Background: an optimization exercise with open tools, aiming at small area, a short achievable clock period and few clock cycles. Do not read the settings as production practice. Where RTL was checked, it was by simulation tests only, not by an equivalence proof against the original. No functional check of the RTL was part of run 1.

## flow/design.v (module list and top-level ports; edited modules follow where they fit)
// module aoc_day2: 1864 lines
module aoc_day2 (
    input         clock,
    input         reset,
    input  [63:0] data_value,
    input         data_valid,
    output        data_ready,
    output        result_valid,
    output [63:0] result_value
);
  // ...
==> flow/run.sh <==
#!/bin/bash
# synth_recipe.tcl (not shown) runs the flow's synth.tcl, then flattens the netlist and writes it again
# the make line also repeats each setting of config.mk as NAME=value (left out here)
make -C /OpenROAD-flow-scripts/flow DESIGN_CONFIG=/design/flow/config.mk WORK_HOME=/design/flow/orfs CLKGATE_MAP_FILE= SYNTH_SCRIPT=/design/flow/synth_recipe.tcl finish
==> flow/config.mk <==
export PLATFORM = sky130hd
export DESIGN_NAME = aoc_day2
export DESIGN_NICKNAME = aoc_day2
export VERILOG_FILES = /design/flow/design.v
export SDC_FILE = /design/flow/constraint.sdc
export NUM_CORES = 4
export LEC_CHECK = 0
export ABC_AREA = 1
export CAP_MARGIN = 20
export CORE_MARGIN = 2
export CORE_UTILIZATION = 40
export SETUP_SLACK_MARGIN = 1.5
export SLEW_MARGIN = 20
==> flow/constraint.sdc <==
create_clock -name core_clock -period 5.0 [get_ports {clock}]
set_input_delay 1.0000 -clock core_clock [delete_from_list [all_inputs] [get_ports {clock}]]
set_output_delay 1.0000 -clock core_clock [all_outputs]
set_load 0.01 [all_outputs]
==> flow_summary.html, run 1 <==
<table>
<tr><th>Metric</th><th>Value</th></tr>
<tr><th colspan="2">Die</th></tr>
<tr><td>Height of the chip</td><td>361 µm</td></tr>
<tr><th colspan="2">Synthesis</th></tr>
<tr><td>Number of synthesized register bits</td><td>594</td></tr>
<tr><td>Top post-synthesis cells by area</td><td>sky130_fd_sc_hd__dfxtp_1, sky130_fd_sc_hd__fa_1, sky130_fd_sc_hd__nand2_1, sky130_fd_sc_hd__inv_1, sky130_fd_sc_hd__nor2_1</td></tr>
<tr><td>Average size of a mapped cell</td><td>6.90 µm²</td></tr>
<tr><td>Number of nets in the synthesized netlist</td><td>8,088</td></tr>
<tr><th colspan="2">Setup path</th></tr>
<tr><td>Critical path buffers and inverters</td><td>6</td></tr>
<tr><td>Cell count of the worst reg-to-reg path</td><td>27</td></tr>
<tr><td>Kind of cell adding the most delay to the critical path</td><td>adder cells</td></tr>
<tr><td>Crit path largest cell delay</td><td>between 0.5 and 0.6 ns</td></tr>
<tr><td>CP Data Required Time</td><td>5.55 ns</td></tr>
<tr><th colspan="2">Detailed routing</th></tr>
<tr><td>Post-DRT Antenna Nets</td><td>0</td></tr>
<tr><td>Detailed-router iteration count before antenna repair</td><td>5</td></tr>
<tr><td>Sum of routed wire length over all layers</td><td>129,000 µm</td></tr>
<tr><td>Drt drc</td><td>0</td></tr>
<tr><td>Total met3 wirelength after detailed routing</td><td>3710 µm</td></tr>
<tr><th colspan="2">Global routing</th></tr>
<tr><td>Met1 global-route usage</td><td>24.2%</td></tr>
<tr><td>Maximum number of pins on one net before global-route repair</td><td>94</td></tr>
<tr><th colspan="2">Outcome</th></tr>
<tr><td>Run status</td><td>no timing/DRC/antenna violations</td></tr>
<tr><th colspan="2">Cells and area</th></tr>
<tr><td>Largest reg by FF count</td><td>total</td></tr>
<tr><td>Share of cell area taken by multi-input logic gates</td><td>60.6%</td></tr>
<tr><td>Sequential cells</td><td>594</td></tr>
<tr><td>Non-clock inverters</td><td>between 1,000 and 1,500</td></tr>
<tr><td>Cell group occupying the most layout area</td><td>multi-input combinational cells</td></tr>
<tr><td>Number of flip-flops in the largest register</td><td>64</td></tr>
<tr><td>Clock buffers and inverters, area share</td><td>about 4.1%</td></tr>
<tr><td>Number of clock buffers in the layout</td><td>86</td></tr>
<tr><td>Non-filler instance count after layout</td><td>9,361</td></tr>
<tr><td>Diode insertion count for antenna repair</td><td>0</td></tr>
<tr><th colspan="2">Timing</th></tr>
<tr><td>Hold slack</td><td>0.323 ns</td></tr>
<tr><td>Timing-limited maximum frequency</td><td>between 0.2 and 0.25 GHz</td></tr>
<tr><td>Final period util</td><td>84.9%</td></tr>
<tr><td>Least setup slack across all paths after layout</td><td>0.753 ns</td></tr>
<tr><td>Tmin final</td><td>4.25 ns</td></tr>
<tr><td>Worst-case clock skew</td><td>0.0336 ns</td></tr>
<tr><td>Final Hold Viols</td><td>0</td></tr>
<tr><th colspan="2">Clock tree</th></tr>
<tr><td>Number of hold-repair buffers added at the cts stage</td><td>0</td></tr>
<tr><td>Buffer depth of the longest clock path</td><td>3</td></tr>
<tr><th colspan="2">Placement</th></tr>
<tr><td>Cell Count Post-Placement</td><td>9,050</td></tr>
<tr><th colspan="2">Worst hold path</th></tr>
<tr><td>Hold Crit Endpoint</td><td>c3_bcd[0]</td></tr>
</table>
==> run 2, diff against run 1 <==
--- a/flow/design.v
+++ b/flow/design.v
@@ -359,26 +359,38 @@
     wire hbs87 = hbc62 ^ hbs63 ^ y_h[18];
     wire hbc88 = (hbc62 & hbs63) | (hbc62 & y_h[18]) | (hbs63 & y_h[18]);
     wire hbs89 = hbc64 ^ hbs65 ^ y_h[16];
     wire hbc90 = (hbc64 & hbs65) | (hbc64 & y_h[16]) | (hbs65 & y_h[16]);
     wire hbs91 = hbc66 ^ y_h[17];
     wire hbc92 = hbc66 & y_h[17];
     wire [16:0] hbra93 = {y_h[19], hbc92, hbc90, hbc88, hbc86, hbc84, hbc82, hbc80, hbc78, hbc76, hbc74, hbc72, hbc70, hbc68, hbs67, y_h[1], y_h[0]};
     wire [16:0] hbrb94 = {1'b0, y_h[18], hbs91, hbs89, hbs87, hbs85, hbs83, hbs81, hbs79, hbs77, hbs75, hbs73, hbs71, hbs69, y_h[8], y_h[4], 1'b0};
-    wire [16:0] y_hb = hbra93 + hbrb94;
+    reg        p_v, p_e, p_b, p_even;
+    reg [3:0]  p_dg;
+    reg [16:0] p_ha, p_hb;
+    always @(posedge clock) begin
+        p_v    <= ~reset & y_v;
+        p_e    <= y_e;
+        p_dg   <= y_dg;
+        p_b    <= y_b;
+        p_even <= y_even;
+        p_ha   <= hbra93;
+        p_hb   <= hbrb94;
+    end
+    wire [16:0] y_hb = p_ha + p_hb;
     reg        q_v, q_e, q_b;
     reg [3:0]  q_dg;
     reg [16:0] q_h;
     always @(posedge clock) begin
-        q_v  <= ~reset & y_v;
-        q_e  <= y_e;
-        q_dg <= y_dg;
-        q_h  <= y_even ? y_hb : 17'd0;
-        q_b  <= y_even & y_b;
+        q_v  <= ~reset & p_v;
+        q_e  <= p_e;
+        q_dg <= p_dg;
+        q_h  <= p_even ? y_hb : 17'd0;
+        q_b  <= p_even & p_b;
     end
     wire pp95 = q_h[0] & q_h[1];
     wire pp96 = q_h[0] & q_h[2];
     wire pp97 = q_h[0] & q_h[3];
     wire pp98 = q_h[0] & q_h[4];
     wire pp99 = q_h[0] & q_h[5];
     wire pp100 = q_h[0] & q_h[6];
     wire pp101 = q_h[0] & q_h[7];
==> flow/config.mk (replaced) <==
export PLATFORM = sky130hd
export DESIGN_NAME = aoc_day2
export DESIGN_NICKNAME = aoc_day2
export VERILOG_FILES = /design/flow/design.v
export SDC_FILE = /design/flow/constraint.sdc
export NUM_CORES = 4
export LEC_CHECK = 0
export ABC_AREA = 1
export CAP_MARGIN = 20
export CORE_MARGIN = 2
export CORE_UTILIZATION = 40
export SETUP_SLACK_MARGIN = 1.6
export SLEW_MARGIN = 20
==> flow_summary.html, run 2 <==
<table>
<tr><th>Metric</th><th>Value</th></tr>
<tr><th colspan="2">Global routing</th></tr>
<tr><td>Antenna violations before repair</td><td>2</td></tr>
<tr><td>First-pass GRT wire length</td><td>221,000 µm</td></tr>
<tr><td>Number of global-route vias before repair</td><td>45,389</td></tr>
<tr><td>Global-route total usage across every layer</td><td>20.3%</td></tr>
<tr><td>Maximum number of pins on one net before global-route repair</td><td>94 (unchanged)</td></tr>
<tr><td>Global route total overflow</td><td>0</td></tr>
<tr><th colspan="2">Detailed routing</th></tr>
<tr><td>Drt drc</td><td>0 (unchanged)</td></tr>
<tr><td>Sum of routed wire length over all layers</td><td>142,000 µm (+10%)</td></tr>
<tr><td>Post-DRT Antenna Nets</td><td>0 (unchanged)</td></tr>
<tr><td>Count of routing violations after the opening detailed-route iteration</td><td>2,219</td></tr>
<tr><td>Via-to-Cell Ratio</td><td>roughly 4.9</td></tr>
<tr><td>Vias after detailed routing</td><td>46,981</td></tr>
<tr><td>Detailed-router iteration count before antenna repair</td><td>5 (unchanged)</td></tr>
<tr><td>Wirelength per Cell</td><td>around 15 µm</td></tr>
<tr><th colspan="2">Setup path</th></tr>
<tr><td>Reg-to-reg setup timing slack</td><td>approximately 1.1 ns</td></tr>
<tr><td>Largest fanout on the critical path</td><td>4</td></tr>
<tr><td>Critical path buffers and inverters</td><td>8 (+2)</td></tr>
<tr><td>Standard cell with the maximum stage delay on the critical path</td><td>sky130_fd_sc_hd__dfxtp_4</td></tr>
<tr><td>Startpoint kind of the worst setup timing path</td><td>flip-flop</td></tr>
<tr><td>Worst path most repeated cell</td><td>sky130_fd_sc_hd__nand2_1</td></tr>
<tr><td>Crit path largest cell delay</td><td>0.36 ns (-0.19 ns)</td></tr>
<tr><td>Kind of critical path</td><td>reg2reg</td></tr>
<tr><td>Worst setup EP type</td><td>flip-flop</td></tr>
<tr><td>Kind of cell adding the most delay to the critical path</td><td>compound AO/OA/AOI/OAI gates</td></tr>
<tr><td>Critical Path AT</td><td>around 4.4 ns</td></tr>
<tr><td>CP Data Required Time</td><td>5.57 ns (+0.02 ns)</td></tr>
<tr><th colspan="2">Cells and area</th></tr>
<tr><td>Final-layout fill cell count</td><td>12,019</td></tr>
<tr><td>Most common library cell in the layout ignoring fill and taps</td><td>sky130_fd_sc_hd__nand2_1</td></tr>
<tr><td>Largest reg by FF count</td><td>total</td></tr>
<tr><td>Fin nets</td><td>around 8,500</td></tr>
<tr><td>Number of flip-flops in the largest register</td><td>64 (unchanged)</td></tr>
<tr><td>Share of post-route cells with drive strength above 1</td><td>a little over a quarter</td></tr>
<tr><td>Area of all placed cells without fillers</td><td>66,800 µm²</td></tr>
<tr><td>Commonest non-fill, non-tap cells in the layout</td><td>sky130_fd_sc_hd__nand2_1, sky130_fd_sc_hd__inv_1, sky130_fd_sc_hd__nor2_1, sky130_fd_sc_hd__dfxtp_1, sky130_fd_sc_hd__nand2_2</td></tr>
<tr><td>Diode insertion count for antenna repair</td><td>0 (unchanged)</td></tr>
<tr><td>Area growth from synthesis to final layout</td><td>29.4%</td></tr>
<tr><th colspan="2">Clock tree</th></tr>
<tr><td>H-tree depth</td><td>3</td></tr>
<tr><td>Number of CTS-inserted buffers</td><td>76</td></tr>
<tr><td>Buffer depth of the longest clock path</td><td>3 (unchanged)</td></tr>
<tr><td>CTS clock-pin slew for the worst setup and hold paths</td><td>approximately 0.060 ns</td></tr>
<tr><td>Insertion delay of the later-clocked pin in the worst-skew pair</td><td>0.70 ns</td></tr>
<tr><td>CTS tree</td><td>yes</td></tr>
<tr><td>Clock tree sinks</td><td>633</td></tr>
<tr><td>Root Driver</td><td>sky130_fd_sc_hd__clkbuf_16</td></tr>
<tr><td>Number of hold-repair buffers added at the cts stage</td><td>0 (unchanged)</td></tr>
<tr><th colspan="2">Synthesis</th></tr>
<tr><td>Syn. warnings</td><td>1</td></tr>
<tr><td>Post-synthesis sequential area ratio</td><td>24.5%</td></tr>
<tr><td>Yosys cell types</td><td>between 60 and 70</td></tr>
<tr><td>Number of synthesized register bits</td><td>633 (+6.6%)</td></tr>
<tr><td>Number of nets in the synthesized netlist</td><td>8,108 (+0.25%)</td></tr>
<tr><td>Leading cell types by count after synthesis</td><td>sky130_fd_sc_hd__nand2_1, sky130_fd_sc_hd__inv_1, sky130_fd_sc_hd__nor2_1, sky130_fd_sc_hd__dfxtp_1, sky130_fd_sc_hd__nand3_1</td></tr>
<tr><td>Share of flip-flops with an asynchronous set or reset after synthesis</td><td>0%</td></tr>
<tr><td>Cell count after synthesis</td><td>approximately 7,400</td></tr>
<tr><td>Portion of synthesized cell area occupied by the leading cell type</td><td>between 20% and 30%</td></tr>
<tr><td>Top post-synthesis cells by area</td><td>sky130_fd_sc_hd__dfxtp_1, sky130_fd_sc_hd__fa_1, sky130_fd_sc_hd__nand2_1, sky130_fd_sc_hd__inv_1, sky130_fd_sc_hd__ha_1</td></tr>
<tr><td>Number of enable flip-flop cells after synthesis</td><td>0</td></tr>
<tr><td>Most frequent cell after synthesis</td><td>sky130_fd_sc_hd__nand2_1</td></tr>
<tr><td>Cell taking the most area after synthesis</td><td>sky130_fd_sc_hd__dfxtp_1</td></tr>
<tr><td>Average size of a mapped cell</td><td>6.99 µm² (+1.3%)</td></tr>
<tr><td>Post-Syn Area</td><td>between 50,000 and 60,000 µm²</td></tr>
<tr><td>Most common flop cell mapped by yosys</td><td>sky130_fd_sc_hd__dfxtp_1</td></tr>
<tr><th colspan="2">Placement</th></tr>
<tr><td>Post-DP HPWL</td><td>106,000 µm</td></tr>
<tr><td>Minimum setup slack after placement</td><td>0.826 ns</td></tr>
<tr><td>Number of I/O port buffers</td><td>102</td></tr>
<tr><td>Placer's final routability congestion estimate</td><td>~0.91</td></tr>
<tr><td>Placement-stage cell area</td><td>between 50,000 and 60,000 µm²</td></tr>
<tr><th colspan="2">Die</th></tr>
<tr><td>Die area</td><td>132,000 µm²</td></tr>
<tr><td>Total core area</td><td>128,000 µm²</td></tr>
<tr><td>Die Span X</td><td>about 360 µm</td></tr>
<tr><td>Number of top-level pins</td><td>133</td></tr>
<tr><td>Height of the chip</td><td>363 µm (+0.76%)</td></tr>
<tr><td>Initial cell density of the core</td><td>40.4%</td></tr>
<tr><td>Floorplan row count</td><td>131</td></tr>
<tr><th colspan="2">Timing</th></tr>
<tr><td>Unrepaired setup endpoints after global routing</td><td>yes</td></tr>
<tr><td>Final period util</td><td>77.1% (-7.9 points)</td></tr>
<tr><td>Worst-case clock skew</td><td>0.0286 ns (-0.00498 ns)</td></tr>
<tr><td>Final max-slew violation count</td><td>0</td></tr>
<tr><td>Final Hold Viols</td><td>0 (unchanged)</td></tr>
<tr><td>Timing-limited maximum frequency</td><td>0.260 GHz (+10%)</td></tr>
<tr><td>Sum of negative setup slack</td><td>0 ns</td></tr>
<tr><td>Worst slew slack as a fraction of its limit</td><td>36.1%</td></tr>
<tr><td>Slew at the pin closest to its max-slew limit</td><td>0.957 ns</td></tr>
<tr><td>Final setup viols</td><td>0</td></tr>
<tr><td>Tmin final</td><td>3.85 ns (-0.395 ns)</td></tr>
<tr><td>Least setup slack across all paths after layout</td><td>1.15 ns (+0.395 ns)</td></tr>
<tr><th colspan="2">Worst hold path</th></tr>
<tr><td>Type of the worst min-delay path</td><td>reg2reg</td></tr>
<tr><th colspan="2">Outcome</th></tr>
<tr><td>Run status</td><td>no timing/DRC/antenna violations</td></tr>
<tr><th colspan="2">Job</th></tr>
<tr><td>Number of max-capacitance violations reported</td><td>0</td></tr>
</table>
-- run 2: cell types whose count changed after synthesis, sizes merged, moves of 16 or more --
cell and change:
o211ai +24, nor2 -60, o21ai -25, xor2 -21, a21boi -17, inv +26, nand3 +16, dfxtp +39
-- run 2: worst paths after layout --
| kind | depth (start not counted) | to | from |
|---|---|---|---|
| max | 28 | y_b | c3_bcd[12] |
| min | 0 | p_e | y_e |
| max reg2reg | 28 | y_b | c3_bcd[12] |
| min reg2reg | 0 | p_e | y_e |
-- run 2: through the flow --
step	util (%)	instances	hold WS, ns
after floorplan	-	7393	0.310
after global placement	42.7	9087	0.311
after detailed placement	42.7	9087	0.312
after CTS	46.9	9337	0.307
after global routing	52.3	9499	0.317
final	52.3	9499	0.309
-- run 2: layout make-up --
cell class              instances  area, µm²  area share [%]
clock buffers                  91       2040            3.05
clock inverters                46        659           0.987
inverters                    1446       5490            8.22
multi-input cells            5220      40200            60.1
flip-flops and latches        633      12800            19.2
well taps                    1662       2080            3.11
repair buffers                401       3530            5.28
-- run 2: worst register-to-register path: cells and delay by family, from the launching register on --
family,cells,cell delay (ns)
and+or+nand+nor,11,0.86
AOI/OAI and AO/OA,8,1.40
DFF,1,0.36
buffers and inverters,8,0.84
adders and majority gates,1,0.29
-- run 2: cells by family (layout without fill, tap and decap cells) --
logic type / after synthesis / count (layout) / share of synthesized area (%)
XOR/XNOR: 168 / 168 / 2.85
AND/OR/NAND/NOR: 3519 / 3519 / 29.7
flip-flops: 633 / 633 / 24.5
adder cells (fa/ha/maj): 648 / 648 / 21.8
buffers and inverters: 1540 / 1984 / 11.2
AO/OA/AOI/OAI: 885 / 885 / 9.94
-- run 2: what timing repair did --
action / CTS / global route
cloned: 1 / 2
gates resized for setup: 479 / 1459
setup buffers: 112 / 160
endpoints found under the setup margin: 184 / 187
pin swaps: 217 / 531
-- run 2: layer usage --
| metal | part of all wire [%] | routed length, µm | track usage, % | vias to the layer above |
|---|---|---|---|---|
| met1 | 42 | 60100 | 24.4 | 22226 |
| met3 | 3.3 | 4630 | 2.69 | 245 |
| met2 | 51 | 73300 | 37.1 | 687 |
| met5 | 0 | 0 | 0 | - |
| met4 | 3.1 | 4390 | 6.44 | 0 |
| li1 | - | - | - | 23823 |
Testbench counts of run 2, summed over its fixed seeds: cycles 464.
==> run 3, diff against run 2 <==
--- a/flow/config.mk
+++ b/flow/config.mk
@@ -10,4 +10,4 @@
 export CORE_MARGIN = 2
 export CORE_UTILIZATION = 40
-export SETUP_SLACK_MARGIN = 1.6
+export SETUP_SLACK_MARGIN = 0.8
 export SLEW_MARGIN = 20
==> flow_summary.html, run 3 <==
<table>
<tr><th>Metric</th><th>Value</th></tr>
<tr><th colspan="2">Setup path</th></tr>
<tr><td>Reg2Reg Capture Point</td><td>total[35]</td></tr>
<tr><td>Worst setup EP type</td><td>flip-flop</td></tr>
<tr><td>Kind of critical path</td><td>reg2reg</td></tr>
<tr><td>Crit path largest cell delay</td><td>0.38 ns (+0.02 ns)</td></tr>
<tr><td>Critical Path AT</td><td>4.68 ns (+0.25 ns)</td></tr>
<tr><td>Cell breakdown of the critical path</td><td>xor2_1 &gt; ha_1 &gt; inv_1 &gt; nor2_1 &gt; a21boi_1 &gt; nor2_1 &gt; nor2_1 &gt; o21ai_1 &gt; nand2_1 &gt; nand2_1 &gt; inv_1 &gt; o21ai_1 &gt; a21oi_1 &gt; o21ai_1 &gt; a21oi_1 &gt; buf_4 &gt; o21ai_0 &gt; nand2_1 &gt; nand2_1 &gt; xor2_1 &gt; o21ai_0 &gt; inv_1</td></tr>
<tr><td>Startpoint kind of the worst setup timing path</td><td>flip-flop</td></tr>
<tr><td>Reg-to-reg critical path startpoint</td><td>r4_s</td></tr>
<tr><td>Largest fanout on the critical path</td><td>6 (+2)</td></tr>
<tr><td>Stages on worst setup path</td><td>22 (-21%)</td></tr>
<tr><td>Standard cell with the maximum stage delay on the critical path</td><td>sky130_fd_sc_hd__dfxtp_4</td></tr>
<tr><td>Reg-to-reg setup timing slack</td><td>0.96 ns (-0.19 ns)</td></tr>
<tr><td>Critical path buffers and inverters</td><td>4 (-4)</td></tr>
<tr><td>Worst path most repeated cell</td><td>sky130_fd_sc_hd__nand2_1</td></tr>
<tr><td>Critical Path End</td><td>total[35]</td></tr>
<tr><td>Worst setup path startpoint</td><td>r4_s</td></tr>
<tr><td>CP Data Required Time</td><td>5.64 ns (+0.07 ns)</td></tr>
<tr><td>Cell count of the worst reg-to-reg path</td><td>22 (-21%)</td></tr>
<tr><td>Kind of cell adding the most delay to the critical path</td><td>compound AO/OA/AOI/OAI gates</td></tr>
<tr><th colspan="2">Timing</th></tr>
<tr><td>Hold slack</td><td>0.320 ns (+0.0104 ns)</td></tr>
<tr><td>Final setup viols</td><td>0 (unchanged)</td></tr>
<tr><td>Sum of negative setup slack</td><td>0 ns (unchanged)</td></tr>
<tr><td>Unrepaired setup endpoints after global routing</td><td>yes</td></tr>
<tr><td>Slew at the pin closest to its max-slew limit</td><td>1.05 ns (+0.0897 ns)</td></tr>
<tr><td>Worst-case clock skew</td><td>0.0273 ns (-0.00137 ns)</td></tr>
<tr><td>Timing-limited maximum frequency</td><td>0.247 GHz (-4.7%)</td></tr>
<tr><td>Final max-slew violation count</td><td>0 (unchanged)</td></tr>
<tr><td>Final period util</td><td>80.8% (+3.8 points)</td></tr>
<tr><td>Tmin final</td><td>4.04 ns (+0.189 ns)</td></tr>
<tr><td>Worst slew slack as a fraction of its limit</td><td>30.2% (-6.0 points)</td></tr>
<tr><td>Final Hold Viols</td><td>0 (unchanged)</td></tr>
<tr><th colspan="2">Placement</th></tr>
<tr><td>Placer's final routability congestion estimate</td><td>0.950 (+4.2%)</td></tr>
<tr><td>Post-DP HPWL</td><td>106,000 µm (-0.12%)</td></tr>
<tr><td>Number of I/O port buffers</td><td>102 (unchanged)</td></tr>
<tr><td>Cell Count Post-Placement</td><td>9,090 (+0.033%)</td></tr>
<tr><th colspan="2">Synthesis</th></tr>
<tr><td>Most common flop cell mapped by yosys</td><td>sky130_fd_sc_hd__dfxtp_1</td></tr>
<tr><td>Syn. warnings</td><td>1 (unchanged)</td></tr>
<tr><td>Share of flip-flops with an asynchronous set or reset after synthesis</td><td>0% (unchanged)</td></tr>
<tr><td>Portion of synthesized cell area occupied by the leading cell type</td><td>24.5% (unchanged)</td></tr>
<tr><td>Post-synthesis sequential area ratio</td><td>24.5% (unchanged)</td></tr>
<tr><td>Post-Syn Area</td><td>51,600 µm² (unchanged)</td></tr>
<tr><td>Number of synthesized register bits</td><td>633 (unchanged)</td></tr>
<tr><td>Top post-synthesis cells by area</td><td>sky130_fd_sc_hd__dfxtp_1, sky130_fd_sc_hd__fa_1, sky130_fd_sc_hd__nand2_1, sky130_fd_sc_hd__inv_1, sky130_fd_sc_hd__ha_1</td></tr>
<tr><td>Number of enable flip-flop cells after synthesis</td><td>0 (unchanged)</td></tr>
<tr><td>Most frequent cell after synthesis</td><td>sky130_fd_sc_hd__nand2_1</td></tr>
<tr><td>Cell taking the most area after synthesis</td><td>sky130_fd_sc_hd__dfxtp_1</td></tr>
<tr><td>Average size of a mapped cell</td><td>6.99 µm² (unchanged)</td></tr>
<tr><td>Cell count after synthesis</td><td>7,393 (unchanged)</td></tr>
<tr><td>Number of nets in the synthesized netlist</td><td>8,108 (unchanged)</td></tr>
<tr><td>Leading cell types by count after synthesis</td><td>sky130_fd_sc_hd__nand2_1, sky130_fd_sc_hd__inv_1, sky130_fd_sc_hd__nor2_1, sky130_fd_sc_hd__dfxtp_1, sky130_fd_sc_hd__nand3_1</td></tr>
<tr><td>Yosys cell types</td><td>65 (unchanged)</td></tr>
<tr><th colspan="2">Detailed routing</th></tr>
<tr><td>Via-to-Cell Ratio</td><td>4.85 (-1.9%)</td></tr>
<tr><td>Post-DRT Antenna Nets</td><td>0 (unchanged)</td></tr>
<tr><td>Count of routing violations after the opening detailed-route iteration</td><td>2,333 (+5.1%)</td></tr>
<tr><td>Wirelength per Cell</td><td>14.0 µm (-6.7%)</td></tr>
<tr><td>Vias after detailed routing</td><td>44,834 (-4.6%)</td></tr>
<tr><td>Drt drc</td><td>0 (unchanged)</td></tr>
<tr><td>Sum of routed wire length over all layers</td><td>129,000 µm (-9.3%)</td></tr>
<tr><td>Detailed-router iteration count before antenna repair</td><td>8 (+3)</td></tr>
<tr><th colspan="2">Cells and area</th></tr>
<tr><td>Area growth from synthesis to final layout</td><td>12.3%</td></tr>
<tr><td>Most common library cell in the layout ignoring fill and taps</td><td>sky130_fd_sc_hd__nand2_1</td></tr>
<tr><td>Non-filler instance count after layout</td><td>9,238 (-2.7%)</td></tr>
<tr><td>Number of flip-flops in the largest register</td><td>64 (unchanged)</td></tr>
<tr><td>Fin nets</td><td>8,231 (-3.1%)</td></tr>
<tr><td>Final-layout fill cell count</td><td>12,991 (+8.1%)</td></tr>
<tr><td>Post-Route Utilization</td><td>45.4% (-6.9 points)</td></tr>
<tr><td>Largest reg by FF count</td><td>total</td></tr>
<tr><td>Commonest non-fill, non-tap cells in the layout</td><td>sky130_fd_sc_hd__nand2_1, sky130_fd_sc_hd__inv_1, sky130_fd_sc_hd__nor2_1, sky130_fd_sc_hd__dfxtp_1, sky130_fd_sc_hd__nand3_1</td></tr>
<tr><td>Share of post-route cells with drive strength above 1</td><td>8.77% (-18 points)</td></tr>
<tr><th colspan="2">Die</th></tr>
<tr><td>Initial cell density of the core</td><td>40.4% (unchanged)</td></tr>
<tr><td>Floorplan row count</td><td>131 (unchanged)</td></tr>
<tr><td>Die Span X</td><td>363 µm (unchanged)</td></tr>
<tr><td>Die area</td><td>132,000 µm² (unchanged)</td></tr>
<tr><td>Number of top-level pins</td><td>133 (unchanged)</td></tr>
<tr><td>Height of the chip</td><td>363 µm (unchanged)</td></tr>
<tr><td>Total core area</td><td>128,000 µm² (unchanged)</td></tr>
<tr><th colspan="2">Global routing</th></tr>
<tr><td>Global-route total usage across every layer</td><td>19.4% (-0.83 points)</td></tr>
<tr><td>Maximum number of pins on one net before global-route repair</td><td>94 (unchanged)</td></tr>
<tr><td>Global route total overflow</td><td>0 (unchanged)</td></tr>
<tr><td>Number of global-route vias before repair</td><td>43,588 (-4.0%)</td></tr>
<tr><td>First-pass GRT wire length</td><td>212,000 µm (-4.2%)</td></tr>
<tr><td>Antenna violations before repair</td><td>2 (unchanged)</td></tr>
<tr><th colspan="2">Clock tree</th></tr>
<tr><td>H-tree depth</td><td>3 (unchanged)</td></tr>
<tr><td>Clock tree sinks</td><td>633 (unchanged)</td></tr>
<tr><td>Buffer depth of the longest clock path</td><td>3 (unchanged)</td></tr>
<tr><td>Insertion delay of the later-clocked pin in the worst-skew pair</td><td>0.69 ns (about the same)</td></tr>
<tr><td>Number of CTS-inserted buffers</td><td>76 (unchanged)</td></tr>
<tr><td>CTS clock-pin slew for the worst setup and hold paths</td><td>0.06 ns (about the same)</td></tr>
<tr><td>Root Driver</td><td>sky130_fd_sc_hd__clkbuf_16</td></tr>
<tr><td>CTS tree</td><td>yes</td></tr>
<tr><td>Number of hold-repair buffers added at the cts stage</td><td>0 (unchanged)</td></tr>
<tr><th colspan="2">Outcome</th></tr>
<tr><td>Run status</td><td>no timing/DRC/antenna violations</td></tr>
<tr><th colspan="2">Job</th></tr>
<tr><td>Number of max-capacitance violations reported</td><td>0 (unchanged)</td></tr>
<tr><th colspan="2">Worst hold path</th></tr>
<tr><td>Type of the worst min-delay path</td><td>reg2reg</td></tr>
</table>
[run 3: layout make-up]
| cell class | count | area [µm²] | share of cell area (%) |
|---|---|---|---|
| antenna | 1 | 2.50 | 0.00432 |
| clock buffer | 102 | 2170 | 3.75 |
| clock inverter | 35 | 539 | 0.930 |
| inverter | 1446 | 5430 | 9.36 |
| multi-input combinational | 5220 | 33800 | 58.2 |
| sequential | 633 | 12700 | 21.9 |
| tap | 1662 | 2080 | 3.59 |
| timing repair buffer | 139 | 1320 | 2.28 |
[run 3: metal layers]
layer  share of wire [%]  track usage (%)  up-vias
met5                   0                0        -
met4                 3.0             6.24        0
met3                 3.5             2.83      213
met2                  49             35.4      691
met1                  44             23.4    20609
li1                    -                -    23321
[run 3: how the worst min path moves through the flow]
| stage | start | endpoint | cells after the start |
|---|---|---|---|
| floorplan | c1_n[16] | c2_bcd[0] | 0 |
| global placement | p_dg[2] | q_dg[2] | 0 |
| detailed placement | p_dg[3] | q_dg[3] | 0 |
| CTS | y_dg[3] | p_dg[3] | 0 |
| global route | p_dg[2] | q_dg[2] | 0 |
| finish | y_dg[0] | p_dg[0] | 0 |
[run 3: cells by family after synthesis]
family | count (synthesis) | synth area share [%]
compound gates | 885 | 9.94
fa+ha+maj | 648 | 21.8
flops | 633 | 24.5
xor+xnor | 168 | 2.85
simple gates | 3519 | 29.7
buf+inv | 1540 | 11.2
[run 3: timing repair]
action,4_1_cts,5_1_grt
setup endpoints to repair,21,40
setup buffers,2,8
resized for setup,10,170
endpoints found under the hold margin,0,0
pin swaps,3,25
gates cloned,0,0
[run 3: worst register-to-register path, cell delays in order, from the launching register on]
cell and delay [ns]:
sky130_fd_sc_hd__dfxtp_4 0.38, sky130_fd_sc_hd__xor2_1 0.17, sky130_fd_sc_hd__ha_1 0.31, sky130_fd_sc_hd__inv_1 0.07, sky130_fd_sc_hd__nor2_1 0.12, sky130_fd_sc_hd__a21boi_1 0.10
sky130_fd_sc_hd__nor2_1 0.10, sky130_fd_sc_hd__nor2_1 0.08, sky130_fd_sc_hd__o21ai_1 0.26, sky130_fd_sc_hd__nand2_1 0.08, sky130_fd_sc_hd__nand2_1 0.16, sky130_fd_sc_hd__inv_1 0.09
sky130_fd_sc_hd__o21ai_1 0.32, sky130_fd_sc_hd__a21oi_1 0.20, sky130_fd_sc_hd__o21ai_1 0.32, sky130_fd_sc_hd__a21oi_1 0.17, sky130_fd_sc_hd__buf_4 0.19, sky130_fd_sc_hd__o21ai_0 0.36
sky130_fd_sc_hd__nand2_1 0.12, sky130_fd_sc_hd__nand2_1 0.10, sky130_fd_sc_hd__xor2_1 0.15, sky130_fd_sc_hd__o21ai_0 0.09, sky130_fd_sc_hd__inv_1 0.08
[run 3: through the flow]
step	area, µm²	worst slack (ns)
after floorplan	51600	1.07
after global placement	54600	0.553
after detailed placement	54600	0.578
after CTS	57400	0.805
after global routing	58000	0.666
final	58000	0.958
==> run 4, diff against run 3 <==
--- a/flow/config.mk
+++ b/flow/config.mk
@@ -10,4 +10,4 @@
 export CORE_MARGIN = 2
 export CORE_UTILIZATION = 40
-export SETUP_SLACK_MARGIN = 0.8
+export SETUP_SLACK_MARGIN = 1.2
 export SLEW_MARGIN = 20
==> flow_summary.html, run 4 <==
<table>
<tr><th>Metric</th><th>Value</th></tr>
<tr><th colspan="2">Outcome</th></tr>
<tr><td>Run status</td><td>no timing/DRC/antenna violations</td></tr>
<tr><th colspan="2">Cells and area</th></tr>
<tr><td>Final-layout fill cell count</td><td>12,824 (-1.3%)</td></tr>
<tr><td>Commonest non-fill, non-tap cells in the layout</td><td>sky130_fd_sc_hd__nand2_1, sky130_fd_sc_hd__inv_1, sky130_fd_sc_hd__nor2_1, sky130_fd_sc_hd__dfxtp_1, sky130_fd_sc_hd__nand3_1</td></tr>
<tr><td>Share of post-route cells with drive strength above 1</td><td>10.9% (+2.1 points)</td></tr>
<tr><td>Most common library cell in the layout ignoring fill and taps</td><td>sky130_fd_sc_hd__nand2_1</td></tr>
<tr><td>Number of flip-flops in the largest register</td><td>64 (unchanged)</td></tr>
<tr><td>Combined area of the multi-input logic cells</td><td>34,400 µm² (+1.9%)</td></tr>
<tr><td>Largest reg by FF count</td><td>total</td></tr>
<tr><td>Area growth from synthesis to final layout</td><td>13.9%</td></tr>
<tr><td>Diode insertion count for antenna repair</td><td>0 (-1)</td></tr>
<tr><td>Sequential Area</td><td>12,700 µm² (+0.25%)</td></tr>
<tr><td>Fin nets</td><td>8,248 (+0.21%)</td></tr>
<tr><th colspan="2">Job</th></tr>
<tr><td>Number of max-capacitance violations reported</td><td>0 (unchanged)</td></tr>
<tr><th colspan="2">Global routing</th></tr>
<tr><td>Number of global-route vias before repair</td><td>43,886 (+0.68%)</td></tr>
<tr><td>First-pass GRT wire length</td><td>213,000 µm (+0.56%)</td></tr>
<tr><td>Global-route total usage across every layer</td><td>19.6% (+0.12 points)</td></tr>
<tr><td>Maximum number of pins on one net before global-route repair</td><td>94 (unchanged)</td></tr>
<tr><td>Antenna violations before repair</td><td>2 (unchanged)</td></tr>
<tr><td>Global route total overflow</td><td>0 (unchanged)</td></tr>
<tr><th colspan="2">Synthesis</th></tr>
<tr><td>Number of enable flip-flop cells after synthesis</td><td>0 (unchanged)</td></tr>
<tr><td>Number of synthesized register bits</td><td>633 (unchanged)</td></tr>
<tr><td>Most frequent cell after synthesis</td><td>sky130_fd_sc_hd__nand2_1</td></tr>
<tr><td>Cell count after synthesis</td><td>7,393 (unchanged)</td></tr>
<tr><td>Post-Syn Area</td><td>51,600 µm² (unchanged)</td></tr>
<tr><td>Portion of synthesized cell area occupied by the leading cell type</td><td>24.5% (unchanged)</td></tr>
<tr><td>Average size of a mapped cell</td><td>6.99 µm² (unchanged)</td></tr>
<tr><td>Most common flop cell mapped by yosys</td><td>sky130_fd_sc_hd__dfxtp_1</td></tr>
<tr><td>Share of flip-flops with an asynchronous set or reset after synthesis</td><td>0% (unchanged)</td></tr>
<tr><td>Number of nets in the synthesized netlist</td><td>8,108 (unchanged)</td></tr>
<tr><td>Cell taking the most area after synthesis</td><td>sky130_fd_sc_hd__dfxtp_1</td></tr>
<tr><td>Top post-synthesis cells by area</td><td>sky130_fd_sc_hd__dfxtp_1, sky130_fd_sc_hd__fa_1, sky130_fd_sc_hd__nand2_1, sky130_fd_sc_hd__inv_1, sky130_fd_sc_hd__ha_1</td></tr>
<tr><td>Yosys cell types</td><td>65 (unchanged)</td></tr>
<tr><td>Post-synthesis sequential area ratio</td><td>24.5% (unchanged)</td></tr>
<tr><td>Syn. warnings</td><td>1 (unchanged)</td></tr>
<tr><td>Leading cell types by count after synthesis</td><td>sky130_fd_sc_hd__nand2_1, sky130_fd_sc_hd__inv_1, sky130_fd_sc_hd__nor2_1, sky130_fd_sc_hd__dfxtp_1, sky130_fd_sc_hd__nand3_1</td></tr>
<tr><th colspan="2">Timing</th></tr>
<tr><td>Worst slew slack as a fraction of its limit</td><td>34.4% (+4.3 points)</td></tr>
<tr><td>Unrepaired setup endpoints after global routing</td><td>yes</td></tr>
<tr><td>Final Hold Viols</td><td>0 (unchanged)</td></tr>
<tr><td>Slew at the pin closest to its max-slew limit</td><td>0.984 ns (-0.0630 ns)</td></tr>
<tr><td>Timing-limited maximum frequency</td><td>0.257 GHz (+3.8%)</td></tr>
<tr><td>Worst-case clock skew</td><td>0.0492 ns (+0.0220 ns)</td></tr>
<tr><td>Tmin final</td><td>3.89 ns (-0.148 ns)</td></tr>
<tr><td>Final max-slew violation count</td><td>0 (unchanged)</td></tr>
<tr><td>Hold slack</td><td>0.321 ns (+0.00155 ns)</td></tr>
<tr><td>Final setup viols</td><td>0 (unchanged)</td></tr>
<tr><td>Sum of negative setup slack</td><td>0 ns (unchanged)</td></tr>
<tr><td>Final period util</td><td>77.9% (-3.0 points)</td></tr>
<tr><th colspan="2">Setup path</th></tr>
<tr><td>Largest fanout on the critical path</td><td>5 (-1)</td></tr>
<tr><td>Stages on worst setup path</td><td>25 (+14%)</td></tr>
<tr><td>Kind of cell adding the most delay to the critical path</td><td>simple AND/OR/NAND/NOR gates</td></tr>
<tr><td>Kind of critical path</td><td>reg2reg</td></tr>
<tr><td>Standard cell with the maximum stage delay on the critical path</td><td>sky130_fd_sc_hd__dfxtp_4</td></tr>
<tr><td>Worst path most repeated cell</td><td>sky130_fd_sc_hd__nand2_1</td></tr>
<tr><td>Crit path largest cell delay</td><td>0.37 ns (about the same)</td></tr>
<tr><td>Reg-to-reg setup timing slack</td><td>1.11 ns (+0.15 ns)</td></tr>
<tr><td>CP Data Required Time</td><td>5.57 ns (-0.07 ns)</td></tr>
<tr><td>Cell count of the worst reg-to-reg path</td><td>25 (+14%)</td></tr>
<tr><td>Critical path buffers and inverters</td><td>2 (-2)</td></tr>
<tr><td>Worst setup EP type</td><td>flip-flop</td></tr>
<tr><td>Critical Path AT</td><td>4.46 ns (-0.22 ns)</td></tr>
<tr><td>Startpoint kind of the worst setup timing path</td><td>flip-flop</td></tr>
<tr><th colspan="2">Die</th></tr>
<tr><td>Initial cell density of the core</td><td>40.4% (unchanged)</td></tr>
<tr><td>Die area</td><td>132,000 µm² (unchanged)</td></tr>
<tr><td>Total core area</td><td>128,000 µm² (unchanged)</td></tr>
<tr><td>Number of top-level pins</td><td>133 (unchanged)</td></tr>
<tr><td>Floorplan row count</td><td>131 (unchanged)</td></tr>
<tr><td>Die Span X</td><td>363 µm (unchanged)</td></tr>
<tr><td>Height of the chip</td><td>363 µm (unchanged)</td></tr>
<tr><th colspan="2">Clock tree</th></tr>
<tr><td>Number of CTS-inserted buffers</td><td>75 (-1.3%)</td></tr>
<tr><td>Number of hold-repair buffers added at the cts stage</td><td>0 (unchanged)</td></tr>
<tr><td>Clock tree sinks</td><td>633 (unchanged)</td></tr>
<tr><td>H-tree depth</td><td>3 (unchanged)</td></tr>
<tr><td>Root Driver</td><td>sky130_fd_sc_hd__clkbuf_16</td></tr>
<tr><td>Insertion delay of the later-clocked pin in the worst-skew pair</td><td>0.70 ns (about the same)</td></tr>
<tr><td>CTS clock-pin slew for the worst setup and hold paths</td><td>0.06 ns (about the same)</td></tr>
<tr><td>Buffer depth of the longest clock path</td><td>3 (unchanged)</td></tr>
<tr><td>CTS tree</td><td>yes</td></tr>
<tr><th colspan="2">Worst hold path</th></tr>
<tr><td>Depth of the worst hold-timing path</td><td>0 (unchanged)</td></tr>
<tr><td>Type of the worst min-delay path</td><td>reg2reg</td></tr>
<tr><th colspan="2">Detailed routing</th></tr>
<tr><td>Wirelength per Cell</td><td>14.1 µm (+0.98%)</td></tr>
<tr><td>Drt drc</td><td>0 (unchanged)</td></tr>
<tr><td>Vias after detailed routing</td><td>45,116 (+0.63%)</td></tr>
<tr><td>Sum of routed wire length over all layers</td><td>131,000 µm (+1.1%)</td></tr>
<tr><td>Detailed-router iteration count before antenna repair</td><td>7 (-1)</td></tr>
<tr><td>Via-to-Cell Ratio</td><td>4.88 (+0.47%)</td></tr>
<tr><td>Post-DRT Antenna Nets</td><td>0 (unchanged)</td></tr>
<tr><td>Count of routing violations after the opening detailed-route iteration</td><td>2,363 (+1.3%)</td></tr>
<tr><th colspan="2">Placement</th></tr>
<tr><td>Post-DP HPWL</td><td>105,000 µm (-0.22%)</td></tr>
<tr><td>Placer's final routability congestion estimate</td><td>0.947 (-0.36%)</td></tr>
<tr><td>Number of I/O port buffers</td><td>102 (unchanged)</td></tr>
</table>
==> run 4: what timing repair did <==
| item | 4_1_cts | 5_1_grt |
|---|---|---|
| gates cloned | 0 | 1 |
| setup endpoints to repair | 56 | 119 |
| pin swaps | 32 | 61 |
| setup buffers | 10 | 20 |
| resized for setup | 147 | 217 |
==> run 4: path summary, 6_finish.rpt <==
| kind | start | to |
|---|---|---|
| worst max-delay path | c3_bcd[12] | y_b |
| worst min-delay path | q_dg[3] | r1_dg[3] |
| worst max register to register | c3_bcd[12] | y_b |
| worst min register to register | q_dg[3] | r1_dg[3] |
==> run 4: per-stage QoR <==
stage	cell area [µm²]	util, %	instances	worst slack, ns
after floorplan	51600	-	7393	1.28
after global placement	54600	42.7	9087	0.563
after detailed placement	54600	42.7	9087	0.538
after CTS	57800	45.2	9232	1.19
after global routing	58800	46.0	9253	0.791
final	58800	46.0	9253	1.11
==> run 4: worst register-to-register path, cell delays in order, from the launching register on <==
cell                       delay, ns
sky130_fd_sc_hd__dfxtp_4        0.37
sky130_fd_sc_hd__inv_1          0.06
sky130_fd_sc_hd__nand2_1        0.09
sky130_fd_sc_hd__nand2_1        0.08
sky130_fd_sc_hd__or2_2          0.29
sky130_fd_sc_hd__nand2_1        0.09
sky130_fd_sc_hd__nand2_1        0.09
sky130_fd_sc_hd__o21a_1         0.23
sky130_fd_sc_hd__or2_2          0.30
sky130_fd_sc_hd__o211ai_1       0.11
sky130_fd_sc_hd__nand2_1        0.11
sky130_fd_sc_hd__o211ai_1       0.29
sky130_fd_sc_hd__nand2_1        0.11
sky130_fd_sc_hd__nand3b_1       0.11
sky130_fd_sc_hd__nand2_2        0.08
sky130_fd_sc_hd__o22ai_1        0.13
sky130_fd_sc_hd__nor2_1         0.08
sky130_fd_sc_hd__nor2_1         0.12
sky130_fd_sc_hd__nor2_2         0.08
sky130_fd_sc_hd__ha_1           0.28
sky130_fd_sc_hd__inv_1          0.06
sky130_fd_sc_hd__nor2_1         0.08
sky130_fd_sc_hd__nor2_1         0.04
sky130_fd_sc_hd__o21ai_1        0.13
sky130_fd_sc_hd__nand4_1        0.09
sky130_fd_sc_hd__a32o_1         0.27
==> run 4: metal layers <==
layer / track usage (%) / share of wire [%] / up-vias / wire length [µm]
met5: 0 / 0 / - / 0
met4: 6.56 / 3.4 / 0 / 4420
met3: 2.58 / 3.4 / 221 / 4490
met2: 35.5 / 49 / 674 / 64100
met1: 23.7 / 44 / 20870 / 57700
li1: - / - / 23351 / -
==> run 4: cell type report <==
class	instances	share of cell area, %
sequential	633	21.6
timing repair buffer	157	2.52
inverter	1446	9.23
tap	1662	3.53
clock inverter	39	1.08
clock buffer	96	3.57
multi-input combinational	5220	58.4
==> run 4: logic make-up (layout without fill, tap and decap cells) <==
| group | Yosys count | in the layout | share of synthesized area, % |
|---|---|---|---|
| buffers and inverters | 1540 | 1738 | 11.2 |
| XOR/XNOR | 168 | 168 | 2.85 |
| adder cells (fa/ha/maj) | 648 | 648 | 21.8 |
| AO/OA/AOI/OAI | 885 | 885 | 9.94 |
| AND/OR/NAND/NOR | 3519 | 3519 | 29.7 |
| flip-flops | 633 | 633 | 24.5 |

[port drivers added, routing unchanged]
Ports are ideal in the flow. The routed layouts listed here were re-timed in OpenROAD.
Step 1 (the two cells are an assumption about what drives the block):
set clk [get_ports {clock}]
set_driving_cell -lib_cell sky130_fd_sc_hd__clkbuf_16 $clk
set_driving_cell -lib_cell sky130_fd_sc_hd__buf_2 [delete_from_list [all_inputs] $clk]
Step 2, shift: input delay + t, output delay - t, t = (earliest + latest rising clock arrival at the registers) / 2. This alone moves slack from input paths to output paths.
Slacks: ideal ports / drivers / drivers and shift; pairs: ideal ports / drivers.
run	t, ns	setup WS [ns]	slew at the worst register clock pin (ns)	cell pins on the clock port's net
run 1	0.732	0.753 / 0.753 / 0.753	0.07 / 0.07	1
run 2	0.752	1.147 / 1.147 / 1.147	0.07 / 0.07	1
run 3	0.753	0.958 / 0.958 / 0.958	0.07 / 0.07	1
run 4	0.754	1.107 / 1.107 / 1.107	0.07 / 0.07	1
After both steps setup and hold are still met in every run listed.
